Context: an optimization exercise on an open-source flow, tuned for small area and a short achievable clock period. The choices shown serve that exercise and are no tape-out recipe. In this exercise RTL edits were held to simulation tests only and were not proved equivalent to the original.

[flow/run.sh]
#!/bin/bash
# synth_recipe.tcl (not shown) runs the flow's synth.tcl, then flattens the netlist and writes it again
# the make line also repeats each setting of config.mk as NAME=value (left out here)
make -C /OpenROAD-flow-scripts/flow DESIGN_CONFIG=/design/flow/config.mk WORK_HOME=/design/flow/orfs CLKGATE_MAP_FILE= SYNTH_SCRIPT=/design/flow/synth_recipe.tcl finish
[flow/config.mk]
export PLATFORM = sky130hd
export DESIGN_NAME = fft
export DESIGN_NICKNAME = fft
export VERILOG_FILES = /design/flow/design.v
export SDC_FILE = /design/flow/constraint.sdc
export NUM_CORES = 8
export LEC_CHECK = 0
export CAP_MARGIN = 20
export CORE_MARGIN = 2
export CORE_UTILIZATION = 50
export CTS_CLUSTER_DIAMETER = 100
export CTS_CLUSTER_SIZE = 20
export SETUP_SLACK_MARGIN = 3.5
export SLEW_MARGIN = 20
[flow/constraint.sdc]
create_clock -name core_clock -period 7.5 [get_ports {clk}]
set_input_delay 1.5000 -clock core_clock [delete_from_list [all_inputs] [get_ports {clk}]]
set_output_delay 1.5000 -clock core_clock [all_outputs]
set_load 0.01 [all_outputs]
[flow/design.v]
module fft(
	input wire			clk,
	input wire			rst_n,
	input wire[16:0]	data_i0_R,
	input wire[16:0]	data_i0_I,
	input wire[16:0]	data_i1_R,
	input wire[16:0]	data_i1_I,
	output reg[16:0]	data_o0_R,
	output reg[16:0]	data_o0_I,
	output reg[16:0]	data_o1_R,
	output reg[16:0]	data_o1_I
);
  reg [2:0] ph;
  reg [1:0] fd;
  wire [2:0] pn = ph + 3'd1;
  wire [1:0] fdn = (ph == 3'd7 && fd != 2'd3) ? fd + 2'd1 : fd;
  reg [3:0] oplus, ominus;
  wire vnext = (fdn == 2'd3) || (fdn == 2'd2 && pn[2]);
  always @(posedge clk or negedge rst_n)
    if (!rst_n) begin ph <= 3'd7; fd <= 2'd0; oplus <= 4'd0; ominus <= 4'd0; end
    else begin ph <= pn; fd <= fdn; oplus <= {4{vnext & pn[2]}}; ominus <= {4{vnext & ~pn[2]}}; end
  reg [16:0] XA0_0_R, XA0_0_I;
  reg [16:0] XA1_0_R, XA1_0_I;
  reg [16:0] XA2_0_R, XA2_0_I;
  reg [16:0] PU_0_R, PU_0_I;
  reg [16:0] PV_0_R, PV_0_I;
  reg [16:0] PP_0_R, PP_0_I;
  reg [16:0] R0_0_R, R0_0_I;
  reg [16:0] R1_0_R, R1_0_I;
  reg [16:0] QP_0_R, QP_0_I;
  reg [16:0] QU_0_R, QU_0_I;
  reg [16:0] M0_0_R, M0_0_I;
  reg [16:0] M1_0_R, M1_0_I;
  reg [16:0] M2_0_R, M2_0_I;
  reg [16:0] M3_0_R, M3_0_I;
  reg [16:0] QT_0_x0, QT_0_x1, QT_0_y0, QT_0_y1;
  reg [16:0] XA0_1_R, XA0_1_I;
  reg [16:0] XA1_1_R, XA1_1_I;
  reg [16:0] XA2_1_R, XA2_1_I;
  reg [16:0] PU_1_R, PU_1_I;
  reg [16:0] PV_1_R, PV_1_I;
  reg [16:0] R0_1_R, R0_1_I;
  reg [16:0] R1_1_R, R1_1_I;
  reg [16:0] QP_1_R, QP_1_I;
  reg [16:0] QU_1_R, QU_1_I;
  reg [16:0] HV_1_R, HV_1_I;
  reg [16:0] M0_1_R, M0_1_I;
  reg [16:0] M1_1_R, M1_1_I;
  reg [16:0] M2_1_R, M2_1_I;
  reg [16:0] M3_1_R, M3_1_I;
  reg [16:0] QT_1_x0, QT_1_x1, QT_1_y0, QT_1_y1;
  reg s_w3a;
  reg s_w3b;
  reg s_Ppin0;
  reg s_mP0;
  reg s_mQ0;
  reg s_Ppin1;
  reg s_mP1;
  reg s_mQ1;
  reg s_XA0_0_R_0;
  reg s_XA0_0_R_1;
  reg s_PU_0_R_0;
  reg s_PU_0_R_1;
  reg s_PU_0_R_2;
  reg s_PV_0_R_0;
  reg s_PV_0_R_1;
  reg s_PV_0_R_2;
  reg s_PP_0_R_0;
  reg s_PP_0_R_1;
  reg s_PP_0_R_2;
  reg s_QP_0_R_0;
  reg s_QP_0_R_1;
  reg s_QP_0_R_2;
  reg s_QU_0_R_0;
  reg s_QU_0_R_1;
  reg s_QU_0_R_2;
  reg s_QU_0_R_3;
  reg s_QU_0_R_4;
  reg s_XA0_0_I_0;
  reg s_XA0_0_I_1;
  reg s_PU_0_I_0;
  reg s_PU_0_I_1;
  reg s_PU_0_I_2;
  reg s_PV_0_I_0;
  reg s_PV_0_I_1;
  reg s_PV_0_I_2;
  reg s_PP_0_I_0;
  reg s_PP_0_I_1;
  reg s_PP_0_I_2;
  reg s_QP_0_I_0;
  reg s_QP_0_I_1;
  reg s_QP_0_I_2;
  reg s_QU_0_I_0;
  reg s_QU_0_I_1;
  reg s_QU_0_I_2;
  reg s_QU_0_I_3;
  reg s_QU_0_I_4;
  reg s_QT_0_x0_0;
  reg s_QT_0_x0_1;
  reg s_QT_0_x0_2;
  reg s_QT_0_x0_3;
  reg s_QT_0_x0_4;
  reg s_QT_0_x0_5;
  reg s_QT_0_x1_0;
  reg s_QT_0_x1_1;
  reg s_QT_0_x1_2;
  reg s_QT_0_x1_3;
  reg s_QT_0_x1_4;
  reg s_QT_0_x1_5;
  reg s_QT_0_y0_0;
  reg s_QT_0_y0_1;
  reg s_QT_0_y0_2;
  reg s_QT_0_y0_3;
  reg s_QT_0_y0_4;
  reg s_QT_0_y0_5;
  reg s_QT_0_y0_6;
  reg s_QT_0_y1_0;
  reg s_QT_0_y1_1;
  reg s_QT_0_y1_2;
  reg s_QT_0_y1_3;
  reg s_QT_0_y1_4;
  reg s_QT_0_y1_5;
  reg s_QT_0_y1_6;
  reg s_XA0_1_R_0;
  reg s_XA0_1_R_1;
  reg s_PU_1_R_0;
  reg s_PU_1_R_1;
  reg s_PU_1_R_2;
  reg s_PV_1_R_0;
  reg s_PV_1_R_1;
  reg s_PV_1_R_2;
  reg s_QP_1_R_0;
  reg s_QP_1_R_1;
  reg s_QP_1_R_2;
  reg s_QP_1_R_3;
  reg s_QP_1_R_4;
  reg s_QU_1_R_0;
  reg s_QU_1_R_1;
  reg s_QU_1_R_2;
  reg s_QU_1_R_3;
  reg s_QU_1_R_4;
  reg s_HV_1_R_0;
  reg s_HV_1_R_1;
  reg s_HV_1_R_2;
  reg s_HV_1_R_3;
  reg s_HV_1_R_4;
  reg s_XA0_1_I_0;
  reg s_XA0_1_I_1;
  reg s_PU_1_I_0;
  reg s_PU_1_I_1;
  reg s_PU_1_I_2;
  reg s_PV_1_I_0;
  reg s_PV_1_I_1;
  reg s_PV_1_I_2;
  reg s_QP_1_I_0;
  reg s_QP_1_I_1;
  reg s_QP_1_I_2;
  reg s_QP_1_I_3;
  reg s_QP_1_I_4;
  reg s_QU_1_I_0;
  reg s_QU_1_I_1;
  reg s_QU_1_I_2;
  reg s_QU_1_I_3;
  reg s_QU_1_I_4;
  reg s_HV_1_I_0;
  reg s_HV_1_I_1;
  reg s_HV_1_I_2;
  reg s_HV_1_I_3;
  reg s_HV_1_I_4;
  reg s_QT_1_x0_0;
  reg s_QT_1_x0_1;
  reg s_QT_1_x0_2;
  reg s_QT_1_x0_3;
  reg s_QT_1_x1_0;
  reg s_QT_1_x1_1;
  reg s_QT_1_x1_2;
  reg s_QT_1_x1_3;
  reg s_QT_1_x1_4;
  reg s_QT_1_x1_5;
  reg s_QT_1_y0_0;
  reg s_QT_1_y0_1;
  reg s_QT_1_y0_2;
  reg s_QT_1_y0_3;
  reg s_QT_1_y0_4;
  reg s_QT_1_y1_0;
  reg s_QT_1_y1_1;
  reg s_QT_1_y1_2;
  reg s_QT_1_y1_3;
  reg s_QT_1_y1_4;
  reg s_QT_1_y1_5;
  wire [16:0] h0rs1 = {{1{QP_0_R[16]}}, QP_0_R[16:1]} ^ {{3{QP_0_R[16]}}, QP_0_R[16:3]} ^ {{4{QP_0_R[16]}}, QP_0_R[16:4]};
  wire [16:0] h0rm2 = (({{1{QP_0_R[16]}}, QP_0_R[16:1]} & {{3{QP_0_R[16]}}, QP_0_R[16:3]}) | ({{1{QP_0_R[16]}}, QP_0_R[16:1]} & {{4{QP_0_R[16]}}, QP_0_R[16:4]}) | ({{3{QP_0_R[16]}}, QP_0_R[16:3]} & {{4{QP_0_R[16]}}, QP_0_R[16:4]}));
  wire [16:0] h0rs3 = h0rs1 ^ {h0rm2[15:0], 1'b0} ^ {{6{QP_0_R[16]}}, QP_0_R[16:6]};
  wire [16:0] h0rm4 = ((h0rs1 & {h0rm2[15:0], 1'b0}) | (h0rs1 & {{6{QP_0_R[16]}}, QP_0_R[16:6]}) | ({h0rm2[15:0], 1'b0} & {{6{QP_0_R[16]}}, QP_0_R[16:6]}));
  wire [16:0] h0rs5 = h0rs3 ^ {h0rm4[15:0], 1'b0} ^ {{8{QP_0_R[16]}}, QP_0_R[16:8]};
  wire [16:0] h0rm6 = ((h0rs3 & {h0rm4[15:0], 1'b0}) | (h0rs3 & {{8{QP_0_R[16]}}, QP_0_R[16:8]}) | ({h0rm4[15:0], 1'b0} & {{8{QP_0_R[16]}}, QP_0_R[16:8]}));
  wire [16:0] h0is7 = {{1{QP_0_I[16]}}, QP_0_I[16:1]} ^ {{3{QP_0_I[16]}}, QP_0_I[16:3]} ^ {{4{QP_0_I[16]}}, QP_0_I[16:4]};
  wire [16:0] h0im8 = (({{1{QP_0_I[16]}}, QP_0_I[16:1]} & {{3{QP_0_I[16]}}, QP_0_I[16:3]}) | ({{1{QP_0_I[16]}}, QP_0_I[16:1]} & {{4{QP_0_I[16]}}, QP_0_I[16:4]}) | ({{3{QP_0_I[16]}}, QP_0_I[16:3]} & {{4{QP_0_I[16]}}, QP_0_I[16:4]}));
  wire [16:0] h0is9 = h0is7 ^ {h0im8[15:0], 1'b0} ^ {{6{QP_0_I[16]}}, QP_0_I[16:6]};
  wire [16:0] h0im10 = ((h0is7 & {h0im8[15:0], 1'b0}) | (h0is7 & {{6{QP_0_I[16]}}, QP_0_I[16:6]}) | ({h0im8[15:0], 1'b0} & {{6{QP_0_I[16]}}, QP_0_I[16:6]}));
  wire [16:0] h0is11 = h0is9 ^ {h0im10[15:0], 1'b0} ^ {{8{QP_0_I[16]}}, QP_0_I[16:8]};
  wire [16:0] h0im12 = ((h0is9 & {h0im10[15:0], 1'b0}) | (h0is9 & {{8{QP_0_I[16]}}, QP_0_I[16:8]}) | ({h0im10[15:0], 1'b0} & {{8{QP_0_I[16]}}, QP_0_I[16:8]}));
  wire [16:0] h0na13 = ~h0rs5;
  wire [16:0] h0nb14 = ~{h0rm6[15:0], 1'b0};
  wire [16:0] h0tras15 = h0rs5 ^ {h0rm6[15:0], 1'b0} ^ h0is11;
  wire [16:0] h0tram16 = ((h0rs5 & {h0rm6[15:0], 1'b0}) | (h0rs5 & h0is11) | ({h0rm6[15:0], 1'b0} & h0is11));
  wire [16:0] h0trbs17 = h0tras15 ^ {h0tram16[15:0], 1'b0} ^ {h0im12[15:0], 1'b0};
  wire [16:0] h0trbm18 = ((h0tras15 & {h0tram16[15:0], 1'b0}) | (h0tras15 & {h0im12[15:0], 1'b0}) | ({h0tram16[15:0], 1'b0} & {h0im12[15:0], 1'b0}));
  wire [16:0] h0tias19 = h0is11 ^ h0na13 ^ h0nb14;
  wire [16:0] h0tiam20 = ((h0is11 & h0na13) | (h0is11 & h0nb14) | (h0na13 & h0nb14));
  wire [16:0] h0tibs21 = h0tias19 ^ {h0tiam20[15:0], 1'b1} ^ ({h0im12[15:0], 1'b0} | 17'd1);
  wire [16:0] h0tibm22 = ((h0tias19 & {h0tiam20[15:0], 1'b1}) | (h0tias19 & ({h0im12[15:0], 1'b0} | 17'd1)) | ({h0tiam20[15:0], 1'b1} & ({h0im12[15:0], 1'b0} | 17'd1)));
  wire [16:0] h1rs23 = {{1{HV_1_R[16]}}, HV_1_R[16:1]} ^ {{3{HV_1_R[16]}}, HV_1_R[16:3]} ^ {{4{HV_1_R[16]}}, HV_1_R[16:4]};
  wire [16:0] h1rm24 = (({{1{HV_1_R[16]}}, HV_1_R[16:1]} & {{3{HV_1_R[16]}}, HV_1_R[16:3]}) | ({{1{HV_1_R[16]}}, HV_1_R[16:1]} & {{4{HV_1_R[16]}}, HV_1_R[16:4]}) | ({{3{HV_1_R[16]}}, HV_1_R[16:3]} & {{4{HV_1_R[16]}}, HV_1_R[16:4]}));
  wire [16:0] h1rs25 = h1rs23 ^ {h1rm24[15:0], 1'b0} ^ {{6{HV_1_R[16]}}, HV_1_R[16:6]};
  wire [16:0] h1rm26 = ((h1rs23 & {h1rm24[15:0], 1'b0}) | (h1rs23 & {{6{HV_1_R[16]}}, HV_1_R[16:6]}) | ({h1rm24[15:0], 1'b0} & {{6{HV_1_R[16]}}, HV_1_R[16:6]}));
  wire [16:0] h1rs27 = h1rs25 ^ {h1rm26[15:0], 1'b0} ^ {{8{HV_1_R[16]}}, HV_1_R[16:8]};
  wire [16:0] h1rm28 = ((h1rs25 & {h1rm26[15:0], 1'b0}) | (h1rs25 & {{8{HV_1_R[16]}}, HV_1_R[16:8]}) | ({h1rm26[15:0], 1'b0} & {{8{HV_1_R[16]}}, HV_1_R[16:8]}));
  wire [16:0] h1is29 = {{1{HV_1_I[16]}}, HV_1_I[16:1]} ^ {{3{HV_1_I[16]}}, HV_1_I[16:3]} ^ {{4{HV_1_I[16]}}, HV_1_I[16:4]};
  wire [16:0] h1im30 = (({{1{HV_1_I[16]}}, HV_1_I[16:1]} & {{3{HV_1_I[16]}}, HV_1_I[16:3]}) | ({{1{HV_1_I[16]}}, HV_1_I[16:1]} & {{4{HV_1_I[16]}}, HV_1_I[16:4]}) | ({{3{HV_1_I[16]}}, HV_1_I[16:3]} & {{4{HV_1_I[16]}}, HV_1_I[16:4]}));
  wire [16:0] h1is31 = h1is29 ^ {h1im30[15:0], 1'b0} ^ {{6{HV_1_I[16]}}, HV_1_I[16:6]};
  wire [16:0] h1im32 = ((h1is29 & {h1im30[15:0], 1'b0}) | (h1is29 & {{6{HV_1_I[16]}}, HV_1_I[16:6]}) | ({h1im30[15:0], 1'b0} & {{6{HV_1_I[16]}}, HV_1_I[16:6]}));
  wire [16:0] h1is33 = h1is31 ^ {h1im32[15:0], 1'b0} ^ {{8{HV_1_I[16]}}, HV_1_I[16:8]};
  wire [16:0] h1im34 = ((h1is31 & {h1im32[15:0], 1'b0}) | (h1is31 & {{8{HV_1_I[16]}}, HV_1_I[16:8]}) | ({h1im32[15:0], 1'b0} & {{8{HV_1_I[16]}}, HV_1_I[16:8]}));
  wire [16:0] h1na35 = ~h1rs27;
  wire [16:0] h1nb36 = ~{h1rm28[15:0], 1'b0};
  wire [16:0] h1tras37 = h1rs27 ^ {h1rm28[15:0], 1'b0} ^ h1is33;
  wire [16:0] h1tram38 = ((h1rs27 & {h1rm28[15:0], 1'b0}) | (h1rs27 & h1is33) | ({h1rm28[15:0], 1'b0} & h1is33));
  wire [16:0] h1trbs39 = h1tras37 ^ {h1tram38[15:0], 1'b0} ^ {h1im34[15:0], 1'b0};
  wire [16:0] h1trbm40 = ((h1tras37 & {h1tram38[15:0], 1'b0}) | (h1tras37 & {h1im34[15:0], 1'b0}) | ({h1tram38[15:0], 1'b0} & {h1im34[15:0], 1'b0}));
  wire [16:0] h1tias41 = h1is33 ^ h1na35 ^ h1nb36;
  wire [16:0] h1tiam42 = ((h1is33 & h1na35) | (h1is33 & h1nb36) | (h1na35 & h1nb36));
  wire [16:0] h1tibs43 = h1tias41 ^ {h1tiam42[15:0], 1'b1} ^ ({h1im34[15:0], 1'b0} | 17'd1);
  wire [16:0] h1tibm44 = ((h1tias41 & {h1tiam42[15:0], 1'b1}) | (h1tias41 & ({h1im34[15:0], 1'b0} | 17'd1)) | ({h1tiam42[15:0], 1'b1} & ({h1im34[15:0], 1'b0} | 17'd1)));
  wire [16:0] cpR = QP_1_R;
  wire [16:0] spR = QP_1_I;
  wire [16:0] cpI = QP_1_I;
  wire [16:0] spI = QP_1_R;
  wire [16:0] ucrs45 = {{1{cpR[16]}}, cpR[16:1]} ^ {{2{cpR[16]}}, cpR[16:2]} ^ {{3{cpR[16]}}, cpR[16:3]};
  wire [16:0] ucrm46 = (({{1{cpR[16]}}, cpR[16:1]} & {{2{cpR[16]}}, cpR[16:2]}) | ({{1{cpR[16]}}, cpR[16:1]} & {{3{cpR[16]}}, cpR[16:3]}) | ({{2{cpR[16]}}, cpR[16:2]} & {{3{cpR[16]}}, cpR[16:3]}));
  wire [16:0] ucrs47 = ucrs45 ^ {ucrm46[15:0], 1'b0} ^ {{5{cpR[16]}}, cpR[16:5]};
  wire [16:0] ucrm48 = ((ucrs45 & {ucrm46[15:0], 1'b0}) | (ucrs45 & {{5{cpR[16]}}, cpR[16:5]}) | ({ucrm46[15:0], 1'b0} & {{5{cpR[16]}}, cpR[16:5]}));
  wire [16:0] ucrs49 = ucrs47 ^ {ucrm48[15:0], 1'b0} ^ {{6{cpR[16]}}, cpR[16:6]};
  wire [16:0] ucrm50 = ((ucrs47 & {ucrm48[15:0], 1'b0}) | (ucrs47 & {{6{cpR[16]}}, cpR[16:6]}) | ({ucrm48[15:0], 1'b0} & {{6{cpR[16]}}, cpR[16:6]}));
  wire [16:0] usrs51 = {{2{spR[16]}}, spR[16:2]} ^ {{3{spR[16]}}, spR[16:3]} ^ {{8{spR[16]}}, spR[16:8]};
  wire [16:0] usrm52 = (({{2{spR[16]}}, spR[16:2]} & {{3{spR[16]}}, spR[16:3]}) | ({{2{spR[16]}}, spR[16:2]} & {{8{spR[16]}}, spR[16:8]}) | ({{3{spR[16]}}, spR[16:3]} & {{8{spR[16]}}, spR[16:8]}));
  wire [16:0] utras53 = ucrs49 ^ {ucrm50[15:0], 1'b0} ^ usrs51;
  wire [16:0] utram54 = ((ucrs49 & {ucrm50[15:0], 1'b0}) | (ucrs49 & usrs51) | ({ucrm50[15:0], 1'b0} & usrs51));
  wire [16:0] utrbs55 = utras53 ^ {utram54[15:0], 1'b0} ^ {usrm52[15:0], 1'b0};
  wire [16:0] utrbm56 = ((utras53 & {utram54[15:0], 1'b0}) | (utras53 & {usrm52[15:0], 1'b0}) | ({utram54[15:0], 1'b0} & {usrm52[15:0], 1'b0}));
  wire [16:0] ucis57 = {{1{cpI[16]}}, cpI[16:1]} ^ {{2{cpI[16]}}, cpI[16:2]} ^ {{3{cpI[16]}}, cpI[16:3]};
  wire [16:0] ucim58 = (({{1{cpI[16]}}, cpI[16:1]} & {{2{cpI[16]}}, cpI[16:2]}) | ({{1{cpI[16]}}, cpI[16:1]} & {{3{cpI[16]}}, cpI[16:3]}) | ({{2{cpI[16]}}, cpI[16:2]} & {{3{cpI[16]}}, cpI[16:3]}));
  wire [16:0] ucis59 = ucis57 ^ {ucim58[15:0], 1'b0} ^ {{5{cpI[16]}}, cpI[16:5]};
  wire [16:0] ucim60 = ((ucis57 & {ucim58[15:0], 1'b0}) | (ucis57 & {{5{cpI[16]}}, cpI[16:5]}) | ({ucim58[15:0], 1'b0} & {{5{cpI[16]}}, cpI[16:5]}));
  wire [16:0] ucis61 = ucis59 ^ {ucim60[15:0], 1'b0} ^ {{6{cpI[16]}}, cpI[16:6]};
  wire [16:0] ucim62 = ((ucis59 & {ucim60[15:0], 1'b0}) | (ucis59 & {{6{cpI[16]}}, cpI[16:6]}) | ({ucim60[15:0], 1'b0} & {{6{cpI[16]}}, cpI[16:6]}));
  wire [16:0] usis63 = {{2{spI[16]}}, spI[16:2]} ^ {{3{spI[16]}}, spI[16:3]} ^ {{8{spI[16]}}, spI[16:8]};
  wire [16:0] usim64 = (({{2{spI[16]}}, spI[16:2]} & {{3{spI[16]}}, spI[16:3]}) | ({{2{spI[16]}}, spI[16:2]} & {{8{spI[16]}}, spI[16:8]}) | ({{3{spI[16]}}, spI[16:3]} & {{8{spI[16]}}, spI[16:8]}));
  wire [16:0] uA65 = ucis61 ^ {17{s_w3b}};
  wire [16:0] uB66 = ({ucim62[15:0], 1'b0} ^ {17{s_w3b}}) | 17'd1;
  wire [16:0] uC67 = usis63 ^ {17{~s_w3b}};
  wire [16:0] uD68 = ({usim64[15:0], 1'b0} ^ {17{~s_w3b}}) | 17'd1;
  wire [16:0] utias69 = uA65 ^ uB66 ^ uC67;
  wire [16:0] utiam70 = ((uA65 & uB66) | (uA65 & uC67) | (uB66 & uC67));
  wire [16:0] utibs71 = utias69 ^ {utiam70[15:0], 1'b1} ^ uD68;
  wire [16:0] utibm72 = ((utias69 & {utiam70[15:0], 1'b1}) | (utias69 & uD68) | ({utiam70[15:0], 1'b1} & uD68));
  wire [16:0] vP0_R = s_Ppin0 ? data_i0_R : PV_0_R;
  wire [16:0] vP0_I = s_Ppin0 ? data_i0_I : PV_0_I;
  wire [16:0] plusP0_R = PU_0_R + vP0_R;
  wire [16:0] minusP0_R = PU_0_R - vP0_R;
  wire [17:0] sumP0_I = {PU_0_I, 1'b1} + {vP0_I, s_mP0};
  wire [17:0] difP0_I = {PU_0_I, 1'b1} + {~vP0_I, ~s_mP0};
  wire [16:0] plusP0_I = sumP0_I[17:1];
  wire [16:0] minusP0_I = difP0_I[17:1];
  wire mQc0 = s_mQ0;
  wire [16:0] nQU_0_R = ~QU_0_R;
  wire [16:0] nQU_0_I = ~QU_0_I;
  wire [16:0] q0prs73 = QU_0_R ^ QT_0_x0 ^ QT_0_x1;
  wire [16:0] q0prm74 = ((QU_0_R & QT_0_x0) | (QU_0_R & QT_0_x1) | (QT_0_x0 & QT_0_x1));
  wire [16:0] q0mrs75 = nQU_0_R ^ QT_0_x0 ^ QT_0_x1;
  wire [16:0] q0mrm76 = ((nQU_0_R & QT_0_x0) | (nQU_0_R & QT_0_x1) | (QT_0_x0 & QT_0_x1));
  wire [16:0] q0pis77 = QU_0_I ^ QT_0_y0 ^ QT_0_y1;
  wire [16:0] q0pim78 = ((QU_0_I & QT_0_y0) | (QU_0_I & QT_0_y1) | (QT_0_y0 & QT_0_y1));
  wire [16:0] q0mis79 = nQU_0_I ^ QT_0_y0 ^ QT_0_y1;
  wire [16:0] q0mim80 = ((nQU_0_I & QT_0_y0) | (nQU_0_I & QT_0_y1) | (QT_0_y0 & QT_0_y1));
  wire [16:0] plusQ0_R = q0prs73 + {q0prm74[15:0], 1'b0};
  wire [16:0] minusQ0_R = ~(q0mrs75 + {q0mrm76[15:0], 1'b0});
  wire [17:0] ysum0_p = {q0pis77, 1'b1} + {{q0pim78[15:0], mQc0}, mQc0};
  wire [17:0] ysum0_m = {q0mis79, 1'b1} + {{q0mim80[15:0], mQc0}, mQc0};
  wire [16:0] plusQ0_I = ysum0_p[17:1];
  wire [16:0] minusQ0_I = ~ysum0_m[17:1];
  wire [16:0] vP1_R = s_Ppin1 ? data_i1_R : PV_1_R;
  wire [16:0] vP1_I = s_Ppin1 ? data_i1_I : PV_1_I;
  wire [16:0] plusP1_R = PU_1_R + vP1_R;
  wire [16:0] minusP1_R = PU_1_R - vP1_R;
  wire [17:0] sumP1_I = {PU_1_I, 1'b1} + {vP1_I, s_mP1};
  wire [17:0] difP1_I = {PU_1_I, 1'b1} + {~vP1_I, ~s_mP1};
  wire [16:0] plusP1_I = sumP1_I[17:1];
  wire [16:0] minusP1_I = difP1_I[17:1];
  wire mQc1 = s_mQ1;
  wire [16:0] nQU_1_R = ~QU_1_R;
  wire [16:0] nQU_1_I = ~QU_1_I;
  wire [16:0] q1prs81 = QU_1_R ^ QT_1_x0 ^ QT_1_x1;
  wire [16:0] q1prm82 = ((QU_1_R & QT_1_x0) | (QU_1_R & QT_1_x1) | (QT_1_x0 & QT_1_x1));
  wire [16:0] q1mrs83 = nQU_1_R ^ QT_1_x0 ^ QT_1_x1;
  wire [16:0] q1mrm84 = ((nQU_1_R & QT_1_x0) | (nQU_1_R & QT_1_x1) | (QT_1_x0 & QT_1_x1));
  wire [16:0] q1pis85 = QU_1_I ^ QT_1_y0 ^ QT_1_y1;
  wire [16:0] q1pim86 = ((QU_1_I & QT_1_y0) | (QU_1_I & QT_1_y1) | (QT_1_y0 & QT_1_y1));
  wire [16:0] q1mis87 = nQU_1_I ^ QT_1_y0 ^ QT_1_y1;
  wire [16:0] q1mim88 = ((nQU_1_I & QT_1_y0) | (nQU_1_I & QT_1_y1) | (QT_1_y0 & QT_1_y1));
  wire [16:0] plusQ1_R = q1prs81 + {q1prm82[15:0], 1'b0};
  wire [16:0] minusQ1_R = ~(q1mrs83 + {q1mrm84[15:0], 1'b0});
  wire [17:0] ysum1_p = {q1pis85, 1'b1} + {{q1pim86[15:0], mQc1}, mQc1};
  wire [17:0] ysum1_m = {q1mis87, 1'b1} + {{q1mim88[15:0], mQc1}, mQc1};
  wire [16:0] plusQ1_I = ysum1_p[17:1];
  wire [16:0] minusQ1_I = ~ysum1_m[17:1];
  always @(posedge clk) begin
    s_w3a <= (pn == 3'd4) | (pn == 3'd6);
    s_w3b <= (pn == 3'd4) | (pn == 3'd6);
    s_Ppin0 <= (pn == 3'd4) | (pn == 3'd5) | (pn == 3'd6) | (pn == 3'd7);
    s_mP0 <= (pn == 3'd3);
    s_mQ0 <= (pn == 3'd0) | (pn == 3'd1) | (pn == 3'd3) | (pn == 3'd6) | (pn == 3'd7);
    s_Ppin1 <= (pn == 3'd4) | (pn == 3'd5) | (pn == 3'd6) | (pn == 3'd7);
    s_mP1 <= (pn == 3'd3);
    s_mQ1 <= (pn == 3'd0) | (pn == 3'd1) | (pn == 3'd3) | (pn == 3'd6) | (pn == 3'd7);
    s_XA0_0_R_0 <= (pn == 3'd4) | (pn == 3'd5) | (pn == 3'd6) | (pn == 3'd7);
    s_XA0_0_R_1 <= (pn == 3'd0) | (pn == 3'd1) | (pn == 3'd2) | (pn == 3'd3);
    s_PU_0_R_0 <= (pn == 3'd0) | (pn == 3'd3) | (pn == 3'd4) | (pn == 3'd5) | (pn == 3'd6) | (pn == 3'd7);
    s_PU_0_R_1 <= (pn == 3'd1);
    s_PU_0_R_2 <= (pn == 3'd2);
    s_PV_0_R_0 <= (pn == 3'd0) | (pn == 3'd7);
    s_PV_0_R_1 <= (pn == 3'd1);
    s_PV_0_R_2 <= (pn == 3'd2);
    s_PP_0_R_0 <= (pn == 3'd0) | (pn == 3'd1) | (pn == 3'd2) | (pn == 3'd3);
    s_PP_0_R_1 <= (pn == 3'd4) | (pn == 3'd5) | (pn == 3'd6);
    s_PP_0_R_2 <= (pn == 3'd7);
    s_QP_0_R_0 <= (pn == 3'd0) | (pn == 3'd2) | (pn == 3'd3);
    s_QP_0_R_1 <= (pn == 3'd1);
    s_QP_0_R_2 <= (pn == 3'd4) | (pn == 3'd5) | (pn == 3'd6) | (pn == 3'd7);
    s_QU_0_R_0 <= (pn == 3'd7);
    s_QU_0_R_1 <= (pn == 3'd0);
    s_QU_0_R_2 <= (pn == 3'd1);
    s_QU_0_R_3 <= (pn == 3'd2);
    s_QU_0_R_4 <= (pn == 3'd3) | (pn == 3'd4) | (pn == 3'd5) | (pn == 3'd6);
    s_XA0_0_I_0 <= (pn == 3'd4) | (pn == 3'd5) | (pn == 3'd6) | (pn == 3'd7);
    s_XA0_0_I_1 <= (pn == 3'd0) | (pn == 3'd1) | (pn == 3'd2) | (pn == 3'd3);
    s_PU_0_I_0 <= (pn == 3'd0) | (pn == 3'd3) | (pn == 3'd4) | (pn == 3'd5) | (pn == 3'd6) | (pn == 3'd7);
    s_PU_0_I_1 <= (pn == 3'd1);
    s_PU_0_I_2 <= (pn == 3'd2);
    s_PV_0_I_0 <= (pn == 3'd0) | (pn == 3'd7);
    s_PV_0_I_1 <= (pn == 3'd1);
    s_PV_0_I_2 <= (pn == 3'd2);
    s_PP_0_I_0 <= (pn == 3'd0) | (pn == 3'd1) | (pn == 3'd2) | (pn == 3'd3);
    s_PP_0_I_1 <= (pn == 3'd4) | (pn == 3'd5) | (pn == 3'd6);
    s_PP_0_I_2 <= (pn == 3'd7);
    s_QP_0_I_0 <= (pn == 3'd0) | (pn == 3'd2) | (pn == 3'd3);
    s_QP_0_I_1 <= (pn == 3'd1);
    s_QP_0_I_2 <= (pn == 3'd4) | (pn == 3'd5) | (pn == 3'd6) | (pn == 3'd7);
    s_QU_0_I_0 <= (pn == 3'd7);
    s_QU_0_I_1 <= (pn == 3'd0);
    s_QU_0_I_2 <= (pn == 3'd1);
    s_QU_0_I_3 <= (pn == 3'd2);
    s_QU_0_I_4 <= (pn == 3'd3) | (pn == 3'd4) | (pn == 3'd5) | (pn == 3'd6);
    s_QT_0_x0_0 <= (pn == 3'd1);
    s_QT_0_x0_1 <= (pn == 3'd2);
    s_QT_0_x0_2 <= (pn == 3'd3);
    s_QT_0_x0_3 <= (pn == 3'd4);
    s_QT_0_x0_4 <= (pn == 3'd5);
    s_QT_0_x0_5 <= (pn == 3'd6);
    s_QT_0_x1_0 <= (pn == 3'd7);
    s_QT_0_x1_1 <= (pn == 3'd0);
    s_QT_0_x1_2 <= (pn == 3'd1);
    s_QT_0_x1_3 <= (pn == 3'd2);
    s_QT_0_x1_4 <= (pn == 3'd4);
    s_QT_0_x1_5 <= (pn == 3'd6);
    s_QT_0_y0_0 <= (pn == 3'd1);
    s_QT_0_y0_1 <= (pn == 3'd2);
    s_QT_0_y0_2 <= (pn == 3'd3);
    s_QT_0_y0_3 <= (pn == 3'd4);
    s_QT_0_y0_4 <= (pn == 3'd5);
    s_QT_0_y0_5 <= (pn == 3'd6);
    s_QT_0_y0_6 <= (pn == 3'd0) | (pn == 3'd7);
    s_QT_0_y1_0 <= (pn == 3'd7);
    s_QT_0_y1_1 <= (pn == 3'd0);
    s_QT_0_y1_2 <= (pn == 3'd1);
    s_QT_0_y1_3 <= (pn == 3'd2);
    s_QT_0_y1_4 <= (pn == 3'd4);
    s_QT_0_y1_5 <= (pn == 3'd6);
    s_QT_0_y1_6 <= (pn == 3'd5);
    s_XA0_1_R_0 <= (pn == 3'd4) | (pn == 3'd5) | (pn == 3'd6) | (pn == 3'd7);
    s_XA0_1_R_1 <= (pn == 3'd0) | (pn == 3'd1) | (pn == 3'd2) | (pn == 3'd3);
    s_PU_1_R_0 <= (pn == 3'd0) | (pn == 3'd3) | (pn == 3'd4) | (pn == 3'd5) | (pn == 3'd6) | (pn == 3'd7);
    s_PU_1_R_1 <= (pn == 3'd1);
    s_PU_1_R_2 <= (pn == 3'd2);
    s_PV_1_R_0 <= (pn == 3'd0) | (pn == 3'd7);
    s_PV_1_R_1 <= (pn == 3'd1);
    s_PV_1_R_2 <= (pn == 3'd2);
    s_QP_1_R_0 <= (pn == 3'd0);
    s_QP_1_R_1 <= (pn == 3'd2);
    s_QP_1_R_2 <= (pn == 3'd3);
    s_QP_1_R_3 <= (pn == 3'd4);
    s_QP_1_R_4 <= (pn == 3'd5);
    s_QU_1_R_0 <= (pn == 3'd7);
    s_QU_1_R_1 <= (pn == 3'd0);
    s_QU_1_R_2 <= (pn == 3'd1);
    s_QU_1_R_3 <= (pn == 3'd2);
    s_QU_1_R_4 <= (pn == 3'd3) | (pn == 3'd4) | (pn == 3'd5) | (pn == 3'd6);
    s_HV_1_R_0 <= (pn == 3'd0);
    s_HV_1_R_1 <= (pn == 3'd1);
    s_HV_1_R_2 <= (pn == 3'd2) | (pn == 3'd3);
    s_HV_1_R_3 <= (pn == 3'd4) | (pn == 3'd5) | (pn == 3'd6);
    s_HV_1_R_4 <= (pn == 3'd7);
    s_XA0_1_I_0 <= (pn == 3'd4) | (pn == 3'd5) | (pn == 3'd6) | (pn == 3'd7);
    s_XA0_1_I_1 <= (pn == 3'd0) | (pn == 3'd1) | (pn == 3'd2) | (pn == 3'd3);
    s_PU_1_I_0 <= (pn == 3'd0) | (pn == 3'd3) | (pn == 3'd4) | (pn == 3'd5) | (pn == 3'd6) | (pn == 3'd7);
    s_PU_1_I_1 <= (pn == 3'd1);
    s_PU_1_I_2 <= (pn == 3'd2);
    s_PV_1_I_0 <= (pn == 3'd0) | (pn == 3'd7);
    s_PV_1_I_1 <= (pn == 3'd1);
    s_PV_1_I_2 <= (pn == 3'd2);
    s_QP_1_I_0 <= (pn == 3'd0);
    s_QP_1_I_1 <= (pn == 3'd2);
    s_QP_1_I_2 <= (pn == 3'd3);
    s_QP_1_I_3 <= (pn == 3'd4);
    s_QP_1_I_4 <= (pn == 3'd5);
    s_QU_1_I_0 <= (pn == 3'd7);
    s_QU_1_I_1 <= (pn == 3'd0);
    s_QU_1_I_2 <= (pn == 3'd1);
    s_QU_1_I_3 <= (pn == 3'd2);
    s_QU_1_I_4 <= (pn == 3'd3) | (pn == 3'd4) | (pn == 3'd5) | (pn == 3'd6);
    s_HV_1_I_0 <= (pn == 3'd0);
    s_HV_1_I_1 <= (pn == 3'd1);
    s_HV_1_I_2 <= (pn == 3'd2) | (pn == 3'd3);
    s_HV_1_I_3 <= (pn == 3'd4) | (pn == 3'd5) | (pn == 3'd6);
    s_HV_1_I_4 <= (pn == 3'd7);
    s_QT_1_x0_0 <= (pn == 3'd1);
    s_QT_1_x0_1 <= (pn == 3'd2);
    s_QT_1_x0_2 <= (pn == 3'd3) | (pn == 3'd4);
    s_QT_1_x0_3 <= (pn == 3'd5) | (pn == 3'd6);
    s_QT_1_x1_0 <= (pn == 3'd7);
    s_QT_1_x1_1 <= (pn == 3'd0);
    s_QT_1_x1_2 <= (pn == 3'd1);
    s_QT_1_x1_3 <= (pn == 3'd2);
    s_QT_1_x1_4 <= (pn == 3'd3) | (pn == 3'd4);
    s_QT_1_x1_5 <= (pn == 3'd5) | (pn == 3'd6);
    s_QT_1_y0_0 <= (pn == 3'd1);
    s_QT_1_y0_1 <= (pn == 3'd2);
    s_QT_1_y0_2 <= (pn == 3'd3) | (pn == 3'd4);
    s_QT_1_y0_3 <= (pn == 3'd5) | (pn == 3'd6);
    s_QT_1_y0_4 <= (pn == 3'd0) | (pn == 3'd7);
    s_QT_1_y1_0 <= (pn == 3'd7);
    s_QT_1_y1_1 <= (pn == 3'd0);
    s_QT_1_y1_2 <= (pn == 3'd1);
    s_QT_1_y1_3 <= (pn == 3'd2);
    s_QT_1_y1_4 <= (pn == 3'd3) | (pn == 3'd4);
    s_QT_1_y1_5 <= (pn == 3'd5) | (pn == 3'd6);
    XA0_0_R <= ({17{s_XA0_0_R_0}} & plusP0_R) | ({17{s_XA0_0_R_1}} & data_i0_R);
    XA1_0_R <= XA0_0_R; XA2_0_R <= XA1_0_R;
    PU_0_R <= ({17{s_PU_0_R_0}} & XA2_0_R) | ({17{s_PU_0_R_1}} & PP_0_R) | ({17{s_PU_0_R_2}} & R1_0_R);
    PV_0_R <= ({17{s_PV_0_R_0}} & XA0_0_R) | ({17{s_PV_0_R_1}} & plusP0_R) | ({17{s_PV_0_R_2}} & R0_0_I);
    PP_0_R <= ({17{s_PP_0_R_0}} & plusP0_R) | ({17{s_PP_0_R_1}} & R1_0_R) | ({17{s_PP_0_R_2}} & PP_0_R);
    R0_0_R <= minusP0_R; R1_0_R <= R0_0_R;
    QP_0_R <= ({17{s_QP_0_R_0}} & plusQ0_R) | ({17{s_QP_0_R_1}} & M0_0_R) | ({17{s_QP_0_R_2}} & M1_0_R);
    QU_0_R <= ({17{s_QU_0_R_0}} & R1_0_R) | ({17{s_QU_0_R_1}} & PP_0_R) | ({17{s_QU_0_R_2}} & plusQ0_R) | ({17{s_QU_0_R_3}} & M0_0_R) | ({17{s_QU_0_R_4}} & PP_0_R);
    M0_0_R <= minusQ0_R; M1_0_R <= M0_0_R; M2_0_R <= M1_0_R; M3_0_R <= M2_0_R;
    XA0_0_I <= ({17{s_XA0_0_I_0}} & plusP0_I) | ({17{s_XA0_0_I_1}} & data_i0_I);
    XA1_0_I <= XA0_0_I; XA2_0_I <= XA1_0_I;
    PU_0_I <= ({17{s_PU_0_I_0}} & XA2_0_I) | ({17{s_PU_0_I_1}} & PP_0_I) | ({17{s_PU_0_I_2}} & R1_0_I);
    PV_0_I <= ({17{s_PV_0_I_0}} & XA0_0_I) | ({17{s_PV_0_I_1}} & plusP0_I) | ({17{s_PV_0_I_2}} & (~R0_0_R));
    PP_0_I <= ({17{s_PP_0_I_0}} & plusP0_I) | ({17{s_PP_0_I_1}} & R1_0_I) | ({17{s_PP_0_I_2}} & PP_0_I);
    R0_0_I <= minusP0_I; R1_0_I <= R0_0_I;
    QP_0_I <= ({17{s_QP_0_I_0}} & plusQ0_I) | ({17{s_QP_0_I_1}} & M0_0_I) | ({17{s_QP_0_I_2}} & M1_0_I);
    QU_0_I <= ({17{s_QU_0_I_0}} & R1_0_I) | ({17{s_QU_0_I_1}} & PP_0_I) | ({17{s_QU_0_I_2}} & plusQ0_I) | ({17{s_QU_0_I_3}} & M0_0_I) | ({17{s_QU_0_I_4}} & PP_0_I);
    M0_0_I <= minusQ0_I; M1_0_I <= M0_0_I; M2_0_I <= M1_0_I; M3_0_I <= M2_0_I;
    QT_0_x0 <= ({17{s_QT_0_x0_0}} & h0trbs17) | ({17{s_QT_0_x0_1}} & h0tibs21) | ({17{s_QT_0_x0_2}} & HV_1_R) | ({17{s_QT_0_x0_3}} & h1trbs39) | ({17{s_QT_0_x0_4}} & HV_1_I) | ({17{s_QT_0_x0_5}} & h1tibs43);
    QT_0_x1 <= ({17{s_QT_0_x1_0}} & minusP0_I) | ({17{s_QT_0_x1_1}} & R1_0_I) | ({17{s_QT_0_x1_2}} & {h0trbm18[15:0], 1'b0}) | ({17{s_QT_0_x1_3}} & {h0tibm22[15:0], 1'b0}) | ({17{s_QT_0_x1_4}} & {h1trbm40[15:0], 1'b0}) | ({17{s_QT_0_x1_5}} & {h1tibm44[15:0], 1'b0});
    QT_0_y0 <= ({17{s_QT_0_y0_0}} & h0tibs21) | ({17{s_QT_0_y0_1}} & (~h0trbs17)) | ({17{s_QT_0_y0_2}} & HV_1_I) | ({17{s_QT_0_y0_3}} & h1tibs43) | ({17{s_QT_0_y0_4}} & (~HV_1_R)) | ({17{s_QT_0_y0_5}} & (~h1trbs39)) | ({17{s_QT_0_y0_6}} & 17'h1ffff);
    QT_0_y1 <= ({17{s_QT_0_y1_0}} & (~minusP0_R)) | ({17{s_QT_0_y1_1}} & (~R1_0_R)) | ({17{s_QT_0_y1_2}} & {h0tibm22[15:0], 1'b0}) | ({17{s_QT_0_y1_3}} & (~{h0trbm18[15:0], 1'b0})) | ({17{s_QT_0_y1_4}} & {h1tibm44[15:0], 1'b0}) | ({17{s_QT_0_y1_5}} & (~{h1trbm40[15:0], 1'b0})) | ({17{s_QT_0_y1_6}} & 17'h1ffff);
    XA0_1_R <= ({17{s_XA0_1_R_0}} & plusP1_R) | ({17{s_XA0_1_R_1}} & data_i1_R);
    XA1_1_R <= XA0_1_R; XA2_1_R <= XA1_1_R;
    PU_1_R <= ({17{s_PU_1_R_0}} & XA2_1_R) | ({17{s_PU_1_R_1}} & QP_1_R) | ({17{s_PU_1_R_2}} & R1_1_R);
    PV_1_R <= ({17{s_PV_1_R_0}} & XA0_1_R) | ({17{s_PV_1_R_1}} & plusP1_R) | ({17{s_PV_1_R_2}} & R0_1_I);
    R0_1_R <= minusP1_R; R1_1_R <= R0_1_R;
    QP_1_R <= ({17{s_QP_1_R_0}} & plusP1_R) | ({17{s_QP_1_R_1}} & plusQ1_R) | ({17{s_QP_1_R_2}} & plusQ1_I) | ({17{s_QP_1_R_3}} & M1_1_R) | ({17{s_QP_1_R_4}} & M1_1_I);
    QU_1_R <= ({17{s_QU_1_R_0}} & R1_1_R) | ({17{s_QU_1_R_1}} & HV_1_R) | ({17{s_QU_1_R_2}} & plusQ1_R) | ({17{s_QU_1_R_3}} & M0_1_R) | ({17{s_QU_1_R_4}} & QP_0_R);
    HV_1_R <= ({17{s_HV_1_R_0}} & plusQ1_R) | ({17{s_HV_1_R_1}} & M0_1_R) | ({17{s_HV_1_R_2}} & plusP1_R) | ({17{s_HV_1_R_3}} & R1_1_R) | ({17{s_HV_1_R_4}} & HV_1_R);
    M0_1_R <= minusQ1_R; M1_1_R <= M0_1_R; M2_1_R <= M1_1_R; M3_1_R <= M2_1_R;
    XA0_1_I <= ({17{s_XA0_1_I_0}} & plusP1_I) | ({17{s_XA0_1_I_1}} & data_i1_I);
    XA1_1_I <= XA0_1_I; XA2_1_I <= XA1_1_I;
    PU_1_I <= ({17{s_PU_1_I_0}} & XA2_1_I) | ({17{s_PU_1_I_1}} & QP_1_I) | ({17{s_PU_1_I_2}} & R1_1_I);
    PV_1_I <= ({17{s_PV_1_I_0}} & XA0_1_I) | ({17{s_PV_1_I_1}} & plusP1_I) | ({17{s_PV_1_I_2}} & (~R0_1_R));
    R0_1_I <= minusP1_I; R1_1_I <= R0_1_I;
    QP_1_I <= ({17{s_QP_1_I_0}} & plusP1_I) | ({17{s_QP_1_I_1}} & plusQ1_I) | ({17{s_QP_1_I_2}} & plusQ1_R) | ({17{s_QP_1_I_3}} & M1_1_I) | ({17{s_QP_1_I_4}} & M1_1_R);
    QU_1_I <= ({17{s_QU_1_I_0}} & R1_1_I) | ({17{s_QU_1_I_1}} & HV_1_I) | ({17{s_QU_1_I_2}} & plusQ1_I) | ({17{s_QU_1_I_3}} & M0_1_I) | ({17{s_QU_1_I_4}} & QP_0_I);
    HV_1_I <= ({17{s_HV_1_I_0}} & plusQ1_I) | ({17{s_HV_1_I_1}} & M0_1_I) | ({17{s_HV_1_I_2}} & plusP1_I) | ({17{s_HV_1_I_3}} & R1_1_I) | ({17{s_HV_1_I_4}} & HV_1_I);
    M0_1_I <= minusQ1_I; M1_1_I <= M0_1_I; M2_1_I <= M1_1_I; M3_1_I <= M2_1_I;
    QT_1_x0 <= ({17{s_QT_1_x0_0}} & h1trbs39) | ({17{s_QT_1_x0_1}} & h1tibs43) | ({17{s_QT_1_x0_2}} & utrbs55) | ({17{s_QT_1_x0_3}} & utibs71);
    QT_1_x1 <= ({17{s_QT_1_x1_0}} & minusP1_I) | ({17{s_QT_1_x1_1}} & R1_1_I) | ({17{s_QT_1_x1_2}} & {h1trbm40[15:0], 1'b0}) | ({17{s_QT_1_x1_3}} & {h1tibm44[15:0], 1'b0}) | ({17{s_QT_1_x1_4}} & {utrbm56[15:0], 1'b0}) | ({17{s_QT_1_x1_5}} & {utibm72[15:0], 1'b0});
    QT_1_y0 <= ({17{s_QT_1_y0_0}} & h1tibs43) | ({17{s_QT_1_y0_1}} & (~h1trbs39)) | ({17{s_QT_1_y0_2}} & utibs71) | ({17{s_QT_1_y0_3}} & (~utrbs55)) | ({17{s_QT_1_y0_4}} & 17'h1ffff);
    QT_1_y1 <= ({17{s_QT_1_y1_0}} & (~minusP1_R)) | ({17{s_QT_1_y1_1}} & (~R1_1_R)) | ({17{s_QT_1_y1_2}} & {h1tibm44[15:0], 1'b0}) | ({17{s_QT_1_y1_3}} & (~{h1trbm40[15:0], 1'b0})) | ({17{s_QT_1_y1_4}} & {utibm72[15:0], 1'b0}) | ({17{s_QT_1_y1_5}} & (~{utrbm56[15:0], 1'b0}));
  end
  always @(posedge clk or negedge rst_n)
    if (!rst_n) begin
      data_o0_R <= 17'd0; data_o0_I <= 17'd0; data_o1_R <= 17'd0; data_o1_I <= 17'd0;
    end else begin
      data_o0_R <= ({17{oplus[0]}} & plusQ0_R) | ({17{ominus[0]}} & M3_0_R);
      data_o0_I <= ({17{oplus[1]}} & plusQ0_I) | ({17{ominus[1]}} & M3_0_I);
      data_o1_R <= ({17{oplus[2]}} & plusQ1_R) | ({17{ominus[2]}} & M3_1_R);
      data_o1_I <= ({17{oplus[3]}} & plusQ1_I) | ({17{ominus[3]}} & M3_1_I);
    end
endmodule
==> results of run 1 <==
-- cells in the mapped netlist (all sizes together) (24+ instances only) --
master and instances:
o221ai 37, nand2 452, a21oi 236, a22oi 141, buf 56, a21o 60
mux2i 78, ha 322, o21a 27, fa 522, a222oi 265, xor2 149
nor2b 48, nand3 131, a221oi 35, or3 31, nor2 217, a31oi 24
dfxtp 1108, o21bai 35, a211oi 30, clkbuf 262, nor3 56, a221o 38
o211ai 61, o21ai 213, o22ai 101, dfrtp 72, xnor2 263, inv 1073
a22o 122, nand2b 39
-- what timing repair did --
| action | 4_1_cts | 5_1_grt |
|---|---|---|
| setup endpoints to repair | 216 | 189 |
| endpoints found under the hold margin | 0 | 0 |
| pin swaps | 22 | 69 |
| setup buffers | 30 | 57 |
| resized for setup | 201 | 189 |
-- kinds of logic (layout without fill, tap and decap cells) --
kind of cell	Yosys count	after routing	synth area share, %
compound gates	1536	1536	17.7
xor+xnor	412	412	5.59
fa+ha+maj	844	844	22.4
buf+inv	1392	1482	8.11
flops	1183	1183	37.3
mux	82	82	1.28
other cells	0	6	0
simple gates	1080	1080	7.61
-- final timing paths --
kind / startpoint / endpoint / slack, ns
max: HV_1_I[5] / QT_0_y0[1] / 3.48
min: XA1_1_R[3] / XA2_1_R[3] / 0.30
max reg2reg: HV_1_I[5] / QT_0_y0[1] / 3.48
min reg2reg: XA1_1_R[3] / XA2_1_R[3] / 0.30
max in group asynchronous: rst_n / oplus[0] / 5.74
min in group asynchronous: rst_n / data_o1_I[13] / 0.67
-- per-layer routing --
metal  share of wire [%]  vias to the layer above  GRT usage [%]
met5               0.095                        -          0.799
met4                 4.7                       14           15.1
met3                  13                      468           12.1
met2                  40                     2731           51.2
met1                  42                    25400           51.3
li1                    -                    22300              -
-- cells in the final DEF (no fill, tap or decap), types with 72 or more instances in the layout --
cell,count
a21oi_1,219
a222oi_1,265
a22o_1,121
a22oi_1,141
buf_4,147
clkbuf_16,72
clkdlybuf4s50_1,134
dfxtp_1,1016
fa_1,496
ha_1,310
inv_1,1047
nand2_1,451
nand3_1,130
nor2_1,216
o21ai_0,192
o22ai_1,97
xnor2_1,242
xor2_1,140
-- stage by stage --
stage / setup WS, ns / area [µm²] / util (%) / hold WS [ns]
after floorplan: 3.42 / 64600 / - / 0.310
after global placement: 2.37 / 67500 / 52.8 / 0.310
after detailed placement: 2.32 / 67500 / 52.8 / 0.312
after CTS: 3.35 / 70500 / 55.1 / 0.301
after global routing: 3.37 / 71700 / 56.1 / 0.317
final: 3.48 / 71700 / 56.1 / 0.298
-- cell type report --
class | instances | area, µm² | share of cell area (%)
repair buffers | 303 | 2760 | 3.85
well taps | 1662 | 2080 | 2.90
multi-input cells | 3954 | 36400 | 50.8
clock buffers | 93 | 1890 | 2.64
clock inverters | 12 | 181 | 0.253
inverters | 1074 | 4050 | 5.65
diodes | 6 | 15.0 | 0.0209
flip-flops and latches | 1183 | 24300 | 33.9
==> reports/metrics.yaml, run 1 <==
drtIter0Drc: 7189
relSlewSlack_pct: 18.5
setup_viol: 0
core_area_um2: 128000
clk_pin_slew_worst_paths_ns: 0.09
critical_path_buf_inv_count: 3
wire_per_inst_um: 29.4
cts_tree: "yes"
syn_to_final_growth_pct: 11.1
rsz0062_at_grt: "true"
drive_above_1_share_pct: 9.10
start_util_pct: 50.5
htree_num_levels: 3
period_share_pct: 53.6
hold_path_depth: 0
via_per_inst: 6.14
synth_seq_cells: 1183
grt_max_degree: 127
status: "no timing/DRC/antenna violations"
min_period_ns: 4.02
ios: 138
hold_path.class: "reg -> reg"
synth.avg_cell_area_um2: 9.88
num_vias: 50900
path_class: "reg -> reg"
synth_top_cell_by_area: "dfxtp_1"
dp.cells: 8088
tns_ns: 0
final_net_count: 7502
clock-root-buffer: "clkbuf_16"
hold_buffers: 0
ant_nets: 0
yosys_warnings: 1
worstMarginPinSlew_ns: 1.21
synthCells: 6529
cts-buffers-inserted: 72
clock_skew_ns: 0.0465
synthesis.nets: 7443
die_area_um2: 132000
cts.sinks: 1183
ys_types: 73
final_max_slew_viol_count: 0
required_ns: 8.09
drt_wl_total_mm: 244
ys_seq_area_share_pct: 37.3
drc: 0
drv_cap: 0
crit_slowest_cell: "fa_1"
max_stage_delay_ns: 0.61
synth_top_area_share_pct: 34.4
die_y_um: 363
synth_area_leaders: "dfxtp_1 34%, fa_1 16%, ha_1 6.2%"
synth_edf_count: 0
rows: 131
gp_congestion: 1.01
path_cells: "fa_1 > fa_1 > inv_2 > fa_1 > inv_1 > fa_1 > inv_2 > fa_1 > o22ai_1 > or4b_4"
clk_path_buf_depth: 3
synth_ff_type: "dfxtp_1"
r2r_cells: 10
cp-start-kind: "register"
cp_max_fo: 6
clock_latency_ns: 0.74
critPathCaptureType: "register"
grt_pass1_vias: 48500
die_width_um: 363
grt_pass1_wl_mm: 345
drt_pass1_iterations: 14
critPathMostFrequentCell: "fa_1"
hold_violations: 0
fillers: 11500
syn_area_um2: 64500
cp_top_family: "adder cells"
timing.critical_path.depth: 10
overflow: 0
grt_use_total_pct: 36.5
portBuffers: 137
layout.cells.non_filler: 8287
place_hpwl_mm: 184
arrival_ns: 4.60
grt_antenna_before_repair: 17
max_freq_mhz: 249
ys_async_sr_fraction_pct: 6.34
==> inputs of run 2 (changes only) <==
--- a/flow/config.mk
+++ b/flow/config.mk
@@ -10,5 +10,5 @@
 export CORE_UTILIZATION = 50
 export CTS_CLUSTER_DIAMETER = 100
 export CTS_CLUSTER_SIZE = 20
-export SETUP_SLACK_MARGIN = 3.5
+export SETUP_SLACK_MARGIN = 3.3
 export SLEW_MARGIN = 20
==> reports/metrics.yaml, run 2 <==
layout.cells.non_filler: 8233
cts_tree: "yes"
clk_pin_slew_worst_paths_ns: 0.09
drtIter0Drc: 7364
grt_use_total_pct: 36.0
synth_top_cell_by_area: "dfxtp_1"
setup_viol: 0
syn_area_um2: 64500
wl_met2_mm: 97.1
overflow: 0
design_area_um2: 70500
path_class: "reg -> reg"
die_area_um2: 132000
hold_violations: 0
cts.sinks: 1183
wire_per_inst_um: 29.2
whs_ns: 0.321
clock_skew_ns: 0.0440
routed.top_layer: "met5"
htree_num_levels: 3
clock-root-buffer: "clkbuf_16"
grt_pass1_vias: 47900
hold_path.class: "reg -> reg"
die_width_um: 363
rows: 131
start_util_pct: 50.5
cts-buffers-inserted: 71
wl_met1_mm: 102
layout_common_cells: "1,063 x inv_1, 1,030 x dfxtp_1, 510 x fa_1, 452 x nand2_1, 316 x ha_1"
dp.cells: 8089
ys_async_sr_fraction_pct: 6.34
status: "no timing/DRC/antenna violations"
drt_pass1_iterations: 13
synth_seq_cells: 1183
synth_top_area_share_pct: 34.4
relSlewSlack_pct: 16.4
grt_max_degree: 113
arrival_ns: 4.64
yosys_warnings: 1
seqCellArea_um2: 24200
rsz0062_at_grt: "true"
die_y_um: 363
mostFrequentLayoutCell: "inv_1"
place_hpwl_mm: 182
period_share_pct: 55.5
clk_path_buf_depth: 3
num_vias: 50700
hold_buffers: 0
cp-start-kind: "register"
min_period_ns: 4.16
synth_ff_type: "dfxtp_1"
required_ns: 7.98
grt_antenna_before_repair: 22
core_area_um2: 128000
synth_area_leaders: "dfxtp_1 34%, fa_1 16%, ha_1 6.2%"
synthCells: 6529
gp_congestion: 1.01
dpl_cell_area_um2: 67500
final_util_pct: 55.2
ant_nets: 0
syn_to_final_growth_pct: 9.27
final_max_slew_viol_count: 0
drive_above_1_share_pct: 6.39
cp_max_fo: 8
yosysMostFrequentCell: "dfxtp_1"
grt_pass1_wl_mm: 341
pre_cts_ws_ns: 2.13
synth_edf_count: 0
portBuffers: 137
drt_wl_total_mm: 241
synth.avg_cell_area_um2: 9.88
ys_seq_area_share_pct: 37.3
fillers: 11500
via_per_inst: 6.15
synthesis.nets: 7443
final_net_count: 7445
critPathCaptureType: "register"
wl_met3_mm: 30.2
synth_common_cells: "1,108 x dfxtp_1, 1,073 x inv_1, 522 x fa_1, 452 x nand2_1, 322 x ha_1"
drc: 0
clock_latency_ns: 0.73
worstMarginPinSlew_ns: 1.24
tns_ns: 0
max_freq_mhz: 240
worst_slack_ns: 3.34
multi_input_area_um2: 35800
ys_types: 73
drv_cap: 0
ios: 138
==> run 2: cell counts after synthesis <==
Identical to the previous run, type by type.
==> run 2: critical path: stages, from the launching register on <==
cell	delay (ns)
dfxtp_1	0.34
buf_6	0.21
fa_1	0.44
inv_1	0.08
fa_1	0.43
fa_1	0.52
inv_1	0.08
fa_1	0.48
inv_1	0.07
fa_1	0.69
o22ai_1	0.14
nor2_1	0.15
o221ai_1	0.29
==> run 2: layer usage <==
layer | global-route usage [%] | up-vias
li1 | - | 22100
met1 | 51.6 | 25300
met2 | 50.1 | 2751
met3 | 11.0 | 460
met4 | 15.1 | 16
met5 | 0 | -
==> run 2: logic make-up after synthesis <==
| family | after synthesis | synth area share (%) |
|---|---|---|
| AOI/OAI and AO/OA | 1536 | 17.7 |
| DFF | 1183 | 37.3 |
| adders and majority gates | 844 | 22.4 |
| and+or+nand+nor | 1080 | 7.61 |
| buffers and inverters | 1392 | 8.11 |
| muxes | 82 | 1.28 |
| xor gates and xnor gates | 412 | 5.59 |
==> run 2: final cells by class <==
| class | count | share of cell area, % |
|---|---|---|
| antenna | 9 | 0.0319 |
| clock inverter | 10 | 0.202 |
| inverter | 1074 | 5.74 |
| clock buffer | 94 | 2.69 |
| sequential | 1183 | 34.4 |
| tap | 1662 | 2.95 |
| multi-input combinational | 3954 | 50.7 |
| timing repair buffer | 247 | 3.27 |
==> run 2: path summary, 6_finish.rpt <==
kind | depth (start not counted) | slack (ns) | start | endpoint
setup / recovery | 12 | 3.34 | HV_1_I[9] | QT_0_x0[5]
setup reg to reg | 12 | 3.34 | HV_1_I[9] | QT_0_x0[5]
max in group asynchronous | 2 | 5.77 | rst_n | oplus[0]
hold / removal | 0 | 0.32 | XA1_0_I[15] | XA2_0_I[15]
min in group asynchronous | 1 | 0.68 | rst_n | data_o1_R[16]
hold reg to reg | 0 | 0.32 | XA1_0_I[15] | XA2_0_I[15]
==> run 2: what timing repair did <==
action,4_1_cts,5_1_grt
endpoints found under the setup margin,142,110
pin swaps,9,28
gates cloned,0,0
endpoints found under the hold margin,0,0
gates resized for setup,112,114
setup buffers,6,25
==> inputs of run 3 (changes only) <==
--- a/flow/config.mk
+++ b/flow/config.mk
@@ -7,8 +7,8 @@
 export LEC_CHECK = 0
 export CAP_MARGIN = 20
 export CORE_MARGIN = 2
-export CORE_UTILIZATION = 50
+export CORE_UTILIZATION = 55
 export CTS_CLUSTER_DIAMETER = 100
 export CTS_CLUSTER_SIZE = 20
-export SETUP_SLACK_MARGIN = 3.3
+export SETUP_SLACK_MARGIN = 3.6
 export SLEW_MARGIN = 20
==> reports/metrics.yaml, run 3 <==
relSlewSlack_pct: 21.1
synthCells: 6529
synth_common_cells: "1,108 x dfxtp_1, 1,073 x inv_1, 522 x fa_1, 452 x nand2_1, 322 x ha_1"
clock-root-buffer: "clkbuf_16"
rows: 125
synth_top_family_by_area: "adder cells"
overflow: 0
drtIter0Drc: 7922
place_hpwl_mm: 183
synth_top_area_share_pct: 34.4
grt_antenna_before_repair: 25
met3_usage_pct: 13.3
drv_cap: 0
cts-buffers-inserted: 72
grt.met2_usage_pct: 55.3
synth_edf_count: 0
timing.critical_path.depth: 10
yosys_warnings: 1
die_area_um2: 120000
clk_path_buf_depth: 3
drc: 0
max_stage_delay_ns: 0.55
synthAdderAreaFrac_pct: 22.4
syn_area_um2: 64500
cp_max_fo: 6
cp-start-kind: "register"
drt_pass1_iterations: 14
core_area_um2: 116000
synthesis.nets: 7443
drive_above_1_share_pct: 11.9
synth_top_cell_by_area: "dfxtp_1"
path_class: "reg -> reg"
dpl_cell_area_um2: 67400
grtUsageMet1_pct: 56.2
htree_num_levels: 3
hold_path.class: "reg -> reg"
synth_seq_cells: 1183
yosysMostFrequentCell: "dfxtp_1"
grt_pass1_wl_mm: 344
clock_latency_ns: 0.72
min_period_ns: 4.02
rsz0062_at_grt: "true"
design_area_um2: 72900
period_share_pct: 53.5
grt_use_total_pct: 39.9
gp_congestion: 1.01
die_y_um: 347
grt_busiest_layer: "met1"
final_net_count: 7587
final_max_slew_viol_count: 0
ys_seq_area_share_pct: 37.3
clk_pin_slew_worst_paths_ns: 0.09
cp_top_family: "adder cells"
grt_pass1_vias: 49000
die_width_um: 347
cts_tree: "yes"
clock_skew_ns: 0.0509
syn_to_final_growth_pct: 12.9
layout_common_cells: "1,029 x inv_1, 1,013 x dfxtp_1, 490 x fa_1, 449 x nand2_1, 298 x ha_1"
required_ns: 8.10
synth_ff_type: "dfxtp_1"
ys_types: 73
max_freq_mhz: 249
worstMarginPinSlew_ns: 1.18
num_vias: 51600
setup_viol: 0
mostFrequentLayoutCell: "inv_1"
wire_per_inst_um: 29.7
multi_input_area_um2: 36900
critPathCaptureType: "register"
muxShareOfSynthArea_pct: 1.28
via_per_inst: 6.27
cts.sinks: 1183
grt_max_degree: 116
synth_compound_area_share_pct: 17.7
pre_cts_ws_ns: 2.37
crit_slowest_cell: "fa_1"
ant_nets: 0
final_util_pct: 62.6
whs_ns: 0.304
status: "no timing/DRC/antenna violations"
synth_xor_area_share_pct: 5.59
arrival_ns: 4.62
hold_path_depth: 0
synth.avg_cell_area_um2: 9.88
fillers: 9818
r2r_cells: 10
seqCellArea_um2: 24300
ios: 138
start_util_pct: 55.5
synth-simple-area-share_pct: 7.61
hold_violations: 0
critical_path_buf_inv_count: 3
ys_async_sr_fraction_pct: 6.34
synth_area_leaders: "dfxtp_1 34%, fa_1 16%, ha_1 6.2%"
portBuffers: 137
path_cells: "fa_1 > inv_1 > fa_1 > fa_1 > inv_2 > fa_1 > inv_2 > fa_2 > a222oi_1 > or4b_4"
critPathMostFrequentCell: "fa_1"
worst_slack_ns: 3.48
tns_ns: 0
drt_wl_total_mm: 244
run 3: cell counts after synthesis:
Identical to the previous run, type by type.
run 3: cells by family after synthesis:
kind of cell	Yosys count
AND/OR/NAND/NOR	1080
flip-flops	1183
XOR/XNOR	412
multiplexers	82
AO/OA/AOI/OAI	1536
adder cells (fa/ha/maj)	844
buffers and inverters	1392
run 3: path summary, 6_finish.rpt:
check | start | to | slack, ns
worst max register to register | HV_1_I[5] | QT_0_y0[4] | 3.48
worst min register to register | M2_0_I[6] | M3_0_I[6] | 0.30
min in group asynchronous | rst_n | data_o1_I[7] | 0.70
worst max-delay path | HV_1_I[5] | QT_0_y0[4] | 3.48
worst min-delay path | M2_0_I[6] | M3_0_I[6] | 0.30
max in group asynchronous | rst_n | data_o0_R[15] | 5.71
run 3: cell type report:
cell class / count / share of cell area (%)
multi-input combinational: 3954 / 50.6
sequential: 1183 / 33.4
inverter: 1074 / 5.58
timing repair buffer: 388 / 4.85
clock buffer: 95 / 2.65
tap: 1524 / 2.62
clock inverter: 13 / 0.263
antenna: 4 / 0.0137
run 3: layer usage:
| layer | vias to the layer above | routed length (µm) |
|---|---|---|
| li1 | 22500 | - |
| met1 | 25700 | 99000 |
| met2 | 3004 | 98600 |
| met3 | 496 | 34100 |
| met4 | 6 | 12600 |
| met5 | - | 40 |
run 3: through the flow:
step / instances
2_1_floorplan: 6529
3_3_place_gp: 7954
3_5_place_dp: 7954
4_1_cts: 8131
5_1_grt: 8231
6_report: 8235
run 3: what timing repair did:
action                     4_1_cts  5_1_grt
pin swaps                       60      125
hold buffers                     0        0
buffers inserted                69       97
gates resized for setup        273      269
setup endpoints to repair      260      221
cloned                           0        2

[separate check: timing with driven ports]
The results above use ideal ports. As a check the final layouts listed here were re-extracted and re-timed, cells and wires unchanged.
Step 1 assumes that a clkbuf_16 drives the clock port and a buf_2 every other input.
Step 2 times the ports against the registers' clock, not the clock port: input delays grow and output delays shrink by t, the midpoint of the rising clock arrivals with the driver on.
Slacks: no drivers / after step 1 / after step 2; pairs: no drivers / after step 1.
run	t, ns	slack for setup (ns)	worst setup path at the end	worst slew at a driven data input, ns
run 1	0.791	3.483 / 3.483 / 2.766	input to register	0.05
run 2	0.786	3.335 / 3.335 / 2.695	input to register	0.05
run 3	0.784	3.485 / 3.485 / 2.878	input to register	0.06
After both steps setup and hold are still met in every run listed. The setup slack of run 1, which loses most, moves by 0.000 ns with the drivers and by -0.717 ns with both steps.
